Source: an optimization exercise on an open RTL-to-GDS flow (aim: small area, a short achievable clock period and few clock cycles per item). Production flows keep margins and buffers that such runs may drop. Function was checked by simulation only, so behaviour that the tests miss may differ from the original.

// ysyx_divunit
module ysyx_divunit (
    input             clk,
    input             rstn,
    input             div_valid,
    input             div_word,
    input             div_sign,
    input             alu_sec,
    input      [63:0] dividend,
    input      [63:0] divisor,
    output            res_rdy,
    output     [63:0] div_res
);
localparam S_IDLE = 3'd0, S_SHIFT = 3'd1, S_ITER = 3'd2, S_NEG = 3'd3, S_DONE = 3'd4;
reg  [2:0]  state;
reg  [63:0] rem;      
reg  [63:0] dn;       
reg  [63:0] quo;      
reg  [5:0]  cnt;      
reg  [5:0]  pa_r, pb_r;   
reg         va_r, na_r;
reg         vb_r, nb_r, sec_r, w_r, cin_r, negq_r, negr_r, done_r;
reg         at_r, bt_r;   
reg  [2:0]  f1, f0;
wire [63:0] a64 = div_word ? {{32{div_sign & dividend[31]}}, dividend[31:0]} : dividend;
wire [63:0] b64 = div_word ? {{32{div_sign & divisor[31]}},  divisor[31:0]}  : divisor;
wire        na  = div_sign & a64[63];
wire        nb  = div_sign & b64[63];
wire [63:0] xa  = a64 ^ {64{na}};    
wire [63:0] xb  = b64 ^ {64{nb}};    
function [14:0] msb64(input [63:0] x);    
    reg [31:0] v1; reg [1*32-1:0] p1;
    reg [15:0] v2; reg [2*16-1:0] p2;
    reg [7:0]  v3; reg [3*8-1:0]  p3;
    reg [3:0]  v4; reg [4*4-1:0]  p4;
    reg [1:0]  v5; reg [5*2-1:0]  p5;
    integer i;
    begin
        for (i = 0; i < 32; i = i + 1) begin
            v1[i] = x[2*i+1] | x[2*i];
            p1[i] = x[2*i+1];
        end
        for (i = 0; i < 16; i = i + 1) begin
            v2[i] = v1[2*i+1] | v1[2*i];
            p2[2*i +: 2] = v1[2*i+1] ? {1'b1, p1[(2*i+1)*1 +: 1]} : {1'b0, p1[(2*i)*1 +: 1]};
        end
        for (i = 0; i < 8; i = i + 1) begin
            v3[i] = v2[2*i+1] | v2[2*i];
            p3[3*i +: 3] = v2[2*i+1] ? {1'b1, p2[(2*i+1)*2 +: 2]} : {1'b0, p2[(2*i)*2 +: 2]};
        end
        for (i = 0; i < 4; i = i + 1) begin
            v4[i] = v3[2*i+1] | v3[2*i];
            p4[4*i +: 4] = v3[2*i+1] ? {1'b1, p3[(2*i+1)*3 +: 3]} : {1'b0, p3[(2*i)*3 +: 3]};
        end
        for (i = 0; i < 2; i = i + 1) begin
            v5[i] = v4[2*i+1] | v4[2*i];
            p5[5*i +: 5] = v4[2*i+1] ? {1'b1, p4[(2*i+1)*4 +: 4]} : {1'b0, p4[(2*i)*4 +: 4]};
        end
  ...
Size: ~2500 cells after synthesis, about 0.021 mm² of cells after synthesis.
export LEC_CHECK = 0
export CAP_MARGIN = 20
export CORE_MARGIN = 2
export CORE_UTILIZATION = 60
export PLACE_DENSITY = 0.7
export SETUP_SLACK_MARGIN = 5
export SLEW_MARGIN = 20
create_clock -name core_clock -period 10.0 [get_ports {clk}]
standard.sh (not shown) runs the stock make flow with config.mk's settings and CLKGATE_MAP_FILE= SYNTH_SCRIPT=/design/flow/synth_recipe.tcl, a recipe that flattens the netlist after the stock synthesis.
==> flow/flow/run.sh <==
#!/bin/bash
set -euo pipefail
bash standard.sh "BUFFER_PORTS_ARGS=-buffer_cell sky130_fd_sc_hd__buf_1" \
  "CTS_ARGS=-sink_clustering_enable -repair_clock_nets -dont_use_dummy_load" \
  SETUP_SLACK_MARGIN=6.0 SKIP_LAST_GASP=1 finish > standard.log 2>&1
The baseline passed the timing, design-rule and antenna checks.
Testbench counts at the start, summed over its fixed seeds: cycles 36,922, divs 3,200.
Rerun with:
==> flow/flow/run.sh (replaced) <==
#!/bin/bash
set -euo pipefail
bash standard.sh "BUFFER_PORTS_ARGS=-buffer_cell sky130_fd_sc_hd__buf_1" \
  "CTS_ARGS=-sink_clustering_enable -repair_clock_nets -dont_use_dummy_load" \
  SETUP_SLACK_MARGIN=6.0 finish > standard.log 2>&1
- CORE_UTILIZATION: 60 -> 70
- PLACE_DENSITY: 0.7 -> 0.8
Via count rose by 7.1%.
Area after synthesis stays the same.
Sequential cell count does not change.
Global-route usage rose by 7.3 points.
Cell area fell by 0.85%.
Worst setup slack loses 0.62 ns.
Critical path depth rose by 3.
Synthesized cell count stays the same.
Rerun with:
==> flow/flow/run.sh (replaced) <==
#!/bin/bash
set -euo pipefail
bash standard.sh "BUFFER_PORTS_ARGS=-buffer_cell sky130_fd_sc_hd__buf_1" \
  "CTS_ARGS=-sink_clustering_enable -repair_clock_nets -dont_use_dummy_load" \
  SETUP_SLACK_MARGIN=6.0 SKIP_GATE_CLONING=1 finish > standard.log 2>&1
- CORE_UTILIZATION: 70 -> 60
- PLACE_DENSITY: 0.8 -> 0.7
Result: The new run went through all stages and came out clean; die area increases by 16%; cell area goes up by 0.65%; clock-buffer cell count increases by 1; flip-flop and latch count is unchanged; sequential share of layout area fell by 0.15 points; global-route usage falls by 8.1 points; maximum frequency climbs by 14%; utilization went down by 12 points.
Rerun with:
==> flow/flow/run.sh (replaced) <==
#!/bin/bash
set -euo pipefail
bash standard.sh "BUFFER_PORTS_ARGS=-buffer_cell sky130_fd_sc_hd__buf_1" \
  "CTS_ARGS=-sink_clustering_enable -repair_clock_nets -dont_use_dummy_load" \
  SETUP_SLACK_MARGIN=6.0 TNS_END_PERCENT=10 finish > standard.log 2>&1
Effect: Now the flow finished but failed the layout checks on capacitance limit, slew limit. Via count went down slightly. Wire length went down by a few percent. Setup slack degrades by 0.10 ns. Critical path depth came out lower by 2. First-iteration DRC count goes down by a few percent. Die area stays the same. Register-to-register slack got worse by 0.11 ns. Worst hold slack degrades by 0.0049 ns. Global-route usage decreases by 1.1 points. Non-clock buffer count shrinks by 43.

========
The RTL this note starts from:
==> flow/design.v <==
module ysyx_divunit (
    input             clk,
    input             rstn,
    input             div_valid,
    input             div_word,
    input             div_sign,
    input             alu_sec,
    input      [63:0] dividend,
    input      [63:0] divisor,
    output            res_rdy,
    output     [63:0] div_res
);
localparam S_IDLE = 3'd0, S_SHIFT = 3'd1, S_ITER = 3'd2, S_NEG = 3'd3, S_DONE = 3'd4;
reg  [2:0]  state;
reg  [63:0] rem;      
reg  [63:0] dn;       
reg  [63:0] quo;      
reg  [5:0]  cnt;      
reg  [5:0]  pa_r, pb_r;   
reg         va_r, na_r;
reg         vb_r, nb_r, sec_r, w_r, cin_r, negq_r, negr_r, done_r;
reg         at_r, bt_r;   
reg  [2:0]  f1, f0;
wire [63:0] a64 = div_word ? {{32{div_sign & dividend[31]}}, dividend[31:0]} : dividend;
wire [63:0] b64 = div_word ? {{32{div_sign & divisor[31]}},  divisor[31:0]}  : divisor;
wire        na  = div_sign & a64[63];
wire        nb  = div_sign & b64[63];
wire [63:0] xa  = a64 ^ {64{na}};    
wire [63:0] xb  = b64 ^ {64{nb}};    
function [14:0] msb64(input [63:0] x);    
    reg [31:0] v1; reg [1*32-1:0] p1;
    reg [15:0] v2; reg [2*16-1:0] p2;
    reg [7:0]  v3; reg [3*8-1:0]  p3;
    reg [3:0]  v4; reg [4*4-1:0]  p4;
    reg [1:0]  v5; reg [5*2-1:0]  p5;
    integer i;
    begin
        for (i = 0; i < 32; i = i + 1) begin
            v1[i] = x[2*i+1] | x[2*i];
            p1[i] = x[2*i+1];
        end
        for (i = 0; i < 16; i = i + 1) begin
            v2[i] = v1[2*i+1] | v1[2*i];
            p2[2*i +: 2] = v1[2*i+1] ? {1'b1, p1[(2*i+1)*1 +: 1]} : {1'b0, p1[(2*i)*1 +: 1]};
        end
        for (i = 0; i < 8; i = i + 1) begin
            v3[i] = v2[2*i+1] | v2[2*i];
            p3[3*i +: 3] = v2[2*i+1] ? {1'b1, p2[(2*i+1)*2 +: 2]} : {1'b0, p2[(2*i)*2 +: 2]};
        end
        for (i = 0; i < 4; i = i + 1) begin
            v4[i] = v3[2*i+1] | v3[2*i];
            p4[4*i +: 4] = v3[2*i+1] ? {1'b1, p3[(2*i+1)*3 +: 3]} : {1'b0, p3[(2*i)*3 +: 3]};
        end
        for (i = 0; i < 2; i = i + 1) begin
            v5[i] = v4[2*i+1] | v4[2*i];
            p5[5*i +: 5] = v4[2*i+1] ? {1'b1, p4[(2*i+1)*4 +: 4]} : {1'b0, p4[(2*i)*4 +: 4]};
        end
        msb64 = {v3, v5[1] | v5[0], v5[1] ? {1'b1, p5[9:5]} : {1'b0, p5[4:0]}};
    end
endfunction
wire [14:0] ma = msb64(xa);
wire [14:0] mb = msb64(xb);
wire [7:0] ab = ma[14:7], bb = mb[14:7];
wire [7:0] ahi;    
genvar gj;
generate
    for (gj = 0; gj < 8; gj = gj + 1) begin : g_ahi
        assign ahi[gj] = |ab[7:gj];
    end
endgenerate
wire       k0e = na ? |(bb[7:1] & ~ahi[6:0]) : |(bb & ~ahi);
wire       bz   = (pb_r == 6'd0) & ~vb_r & ~nb_r;              
wire [6:0] dab  = {1'b0, pa_r} - {1'b0, pb_r};                
wire       k0   = bz | (va_r ? (dab[6] & (~na_r | ~(&dab))) : (~na_r | (pb_r != 6'd0)));
wire [5:0] sdif = va_r ? dab[5:0] + {5'd0, na_r} : 6'd0;
wire        fl = ~nb_r;
wire [5:0]  sh = sdif;
wire [63:0] y0 = quo;
wire [63:0] y1 = sh[0] ? {y0[62:0], {1{fl}}}  : y0;
wire [63:0] y2 = sh[1] ? {y1[61:0], {2{fl}}}  : y1;
wire [63:0] y3 = sh[2] ? {y2[59:0], {4{fl}}}  : y2;
wire [63:0] y4 = sh[3] ? {y3[55:0], {8{fl}}}  : y3;
wire [63:0] y5 = sh[4] ? {y4[47:0], {16{fl}}} : y4;
wire [63:0] y6 = sh[5] ? {y5[31:0], {32{fl}}} : y5;
wire        q;
wire [64:0] sum;
add_pfx #(.N(65)) u_add (.a({at_r, rem}), .b({bt_r, dn}), .ci(cin_r), .s(sum), .co(q));
wire [63:0] t = sum[63:0];
wire        qb = q | (sum[64] & ~at_r);
wire last   = (cnt == 6'd0);
wire s_idle = (state == S_IDLE), s_iter = (state == S_ITER);
wire mvq    = s_iter & last & ~sec_r;                 
wire [63:0] alt = s_idle ? xa : (mvq ? {quo[62:0], qb} : rem);
reg  [2:0] nxt;
always @* begin
    nxt = state;
    case (state)
        S_IDLE:  if (div_valid) nxt = k0e ? S_DONE : S_SHIFT;
        S_SHIFT: nxt = k0 ? ((sec_r & na_r) ? S_NEG : S_DONE) : S_ITER;
        S_ITER:  if (last) nxt = (negq_r | negr_r) ? S_NEG : S_DONE;
        S_NEG:   nxt = S_DONE;
        default: nxt = S_IDLE;
    endcase
end
wire [5:0] cnt_nxt  = (state == S_SHIFT) ? sdif : cnt - 6'd1;
wire       mvq_nxt  = (nxt == S_ITER) & (cnt_nxt == 6'd0) & ~sec_r;
always @(posedge clk or negedge rstn) begin
    if (!rstn) begin
        state  <= S_IDLE;
        done_r <= 1'b0;
        at_r   <= 1'b0;
        bt_r   <= 1'b0;
    end else begin
        state  <= nxt;
        done_r <= (nxt == S_DONE);
        at_r   <= (nxt == S_SHIFT) | (nxt == S_NEG) | ((nxt == S_ITER) & ~mvq_nxt);
        bt_r   <= (nxt == S_SHIFT) | (nxt == S_NEG);
    end
end
always @(posedge clk) begin
    dn  <= s_idle ? 64'd0 :
           (state == S_SHIFT) ? (k0 ? {64{1'b1}} : y6) :
           (s_iter & ~last) ? {1'b1, dn[63:1]} : {64{1'b1}};
    quo <= s_idle ? ~xb : (state == S_SHIFT) ? 64'd0 : {quo[62:0], qb};
end
always @(posedge clk) begin
    rem <= q ? t : alt;
    cnt <= cnt_nxt;
    case (state)
        S_IDLE: begin
            nb_r   <= nb;
            sec_r  <= alu_sec;
            w_r    <= div_word;
            cin_r  <= na;
            negq_r <= ~alu_sec & (na ^ nb);
            negr_r <= alu_sec & na;
            na_r   <= na;
            va_r   <= ma[6];
            vb_r   <= mb[6];
            pa_r   <= ma[5:0];
            pb_r   <= mb[6] ? mb[5:0] : 6'd0;
            f1     <= alu_sec ? {~na & ~div_word, ~na, ~na} : 3'b000;
            f0     <= alu_sec ? {na & ~div_word, na, na} : 3'b000;
        end
        S_SHIFT: begin
            cin_r <= ~nb_r & ~k0;
            if (!k0 || sec_r) begin
                f1 <= 3'b111;
                f0 <= 3'b000;
            end else begin                 
                f1 <= {bz & ~na_r & ~w_r, bz & ~na_r, bz};
                f0 <= {bz & ~na_r & ~w_r, bz & ~na_r, bz};
            end
        end
        S_ITER: begin
            if (last) cin_r <= 1'b0;
        end
        S_NEG: begin
            f1 <= 3'b000;
            f0 <= {~w_r, 2'b11};
        end
        default: ;
    endcase
end
genvar gi;
generate
    for (gi = 0; gi < 64; gi = gi + 1) begin : g_out
        localparam integer G = (gi == 0) ? 0 : (gi < 32) ? 1 : 2;
        assign div_res[gi] = rem[gi] ? f1[G] : f0[G];
    end
endgenerate
assign res_rdy = done_r;
endmodule
module add_pfx #(parameter N = 64) (
    input  [N-1:0] a,
    input  [N-1:0] b,
    input          ci,
    output [N-1:0] s,
    output         co
);
localparam M = N + 1;    
reg [M-1:0] g, p;
integer d, i;
always @* begin
    g = {a & b, ci};
    p = {a ^ b, 1'b0};
    for (d = 1; d < M; d = d * 2)
        for (i = M-1; i >= 0; i = i - 1)
            if ((i / d) % 2 == 1) begin
                g[i] = g[i] | (p[i] & g[(i/d)*d - 1]);
                p[i] = p[i] & p[(i/d)*d - 1];
            end
end
assign s  = (a ^ b) ^ g[M-2:0];
assign co = g[M-1];
endmodule
==> flow/config.mk <==
export PLATFORM = sky130hd
export DESIGN_NAME = ysyx_divunit
export DESIGN_NICKNAME = ysyx_divunit
export VERILOG_FILES = /design/flow/design.v
export SDC_FILE = /design/flow/constraint.sdc
export NUM_CORES = 8
export LEC_CHECK = 0
export CAP_MARGIN = 20
export CORE_MARGIN = 2
export CORE_UTILIZATION = 50
export PLACE_DENSITY = 0.6
export SETUP_SLACK_MARGIN = 5
export SLEW_MARGIN = 20
==> flow/constraint.sdc <==
create_clock -name core_clock -period 10.0 [get_ports {clk}]
set_input_delay 2.0000 -clock core_clock [delete_from_list [all_inputs] [get_ports {clk}]]
set_output_delay 2.0000 -clock core_clock [all_outputs]
set_load 0.01 [all_outputs]
==> flow/flow/run.sh <==
#!/bin/bash
# The standard ORFS layout, with two changes: the port buffers are buf_1
# cells instead of the resizer's default pick (a delay buffer), and clock tree
# synthesis adds no dummy loads. Full make output goes to standard.log.
set -euo pipefail
bash standard.sh "BUFFER_PORTS_ARGS=-buffer_cell sky130_fd_sc_hd__buf_1" \
  "CTS_ARGS=-sink_clustering_enable -repair_clock_nets -dont_use_dummy_load" \
  finish > standard.log 2>&1
Testbench counts at the start, summed over its fixed seeds: cycles 37,018, divs 3,200.
Change:
==> flow/flow/run.sh (replaced) <==
#!/bin/bash
set -euo pipefail
bash standard.sh "BUFFER_PORTS_ARGS=-buffer_cell sky130_fd_sc_hd__buf_1" \
  "CTS_ARGS=-sink_clustering_enable -repair_clock_nets -dont_use_dummy_load" \
  SETUP_SLACK_MARGIN=5.75 finish > standard.log 2>&1
The changed run ran to the end with no violations; die area does not change; count of clock-buffer cells in the layout decreases by 2; register-to-register slack gets better by 0.56 ns; worst hold slack gets better by 0.0069 ns; worst setup slack gets better by 0.54 ns.
Change:
--- a/flow/flow/run.sh
+++ b/flow/flow/run.sh
@@ -5 +5 @@
-  SETUP_SLACK_MARGIN=5.75 finish > standard.log 2>&1
+  SETUP_SLACK_MARGIN=6.0 finish > standard.log 2>&1
- CORE_UTILIZATION: 50 -> 60
- PLACE_DENSITY: 0.6 -> 0.7
The changed run ran to the end with no violations.
Final cell count goes down by 1.9%.
Area after synthesis is unchanged.
Core utilization increases by 13 points.
Sequential cell count is unchanged.
Routed wire length fell by 4.2%.
Worst setup slack improved by 0.088 ns.
Change:
--- a/flow/flow/run.sh
+++ b/flow/flow/run.sh
@@ -1,0 +2,3 @@
+# The standard ORFS layout, with two changes: the port buffers are buf_1
+# cells instead of the resizer's default pick (a delay buffer), and clock tree
+# synthesis adds no dummy loads. Full make output goes to standard.log.
@@ -5 +8 @@
-  SETUP_SLACK_MARGIN=6.0 finish > standard.log 2>&1
+  SETUP_SLACK_MARGIN=6.5 finish > standard.log 2>&1
- CORE_UTILIZATION: 60 -> 50
- PLACE_DENSITY: 0.7 -> 0.6
After rerunning: The new run produced a clean layout. Wire length grows by 16%. Design area grows by 14%. Utilization shrinks by 3.9 points. Via count grows by 4.3%. Global-route usage shrinks by 2.7 points. Synthesized area stays the same. Non-clock buffer count grows by 92.

## separate check: timing with driven ports
No port has a modelled driver above. Below, the same layouts with a new extraction and two added sets of constraints. Step 1 sets driving cells, clkbuf_16 on the clock port and buf_2 on the other inputs (assumed; they add their load-dependent delay and slew). Step 2 also shifts input and output timing later by t, the mid clock arrival at the registers, as if the neighbouring blocks saw the same clock. Slacks: ideal ports / drivers / drivers and shift; pairs: ideal ports / drivers.
run	t (ns)	setup slack, ns	hold slack, ns	worst setup path after step 2	latest minus earliest clock arrival (ns)
the first run of note 1	0.598	6.002 / 6.035 / 5.437	0.498 / 0.498 / 0.498	input to register	0.018 / 0.018
the second run of note 1	0.588	5.385 / 5.385 / 5.385	0.502 / 0.502 / 0.502	register to register	0.027 / 0.026
the third run of note 1	0.593	5.965 / 5.991 / 5.398	0.497 / 0.497 / 0.497	input to register	0.017 / 0.016
the fourth run of note 1	0.593	5.863 / 5.851 / 5.301	0.493 / 0.493 / 0.493	input to register	0.051 / 0.051
the first run of note 2	0.613	5.263 / 5.302 / 4.689	0.501 / 0.501 / 0.501	input to register	0.063 / 0.064
the second run of note 2	0.609	5.800 / 5.830 / 5.225	0.508 / 0.508 / 0.508	input to register	0.056 / 0.056
the third run of note 2	0.597	5.887 / 5.910 / 5.312	0.505 / 0.505 / 0.505	input to register	0.034 / 0.035
the fourth run of note 2	0.623	5.943 / 5.968 / 5.345	0.505 / 0.505 / 0.505	input to register	0.033 / 0.033
For the fourth run of note 2, which loses most, drivers alone change the setup slack by +0.025 ns; drivers and shift together by -0.598 ns.
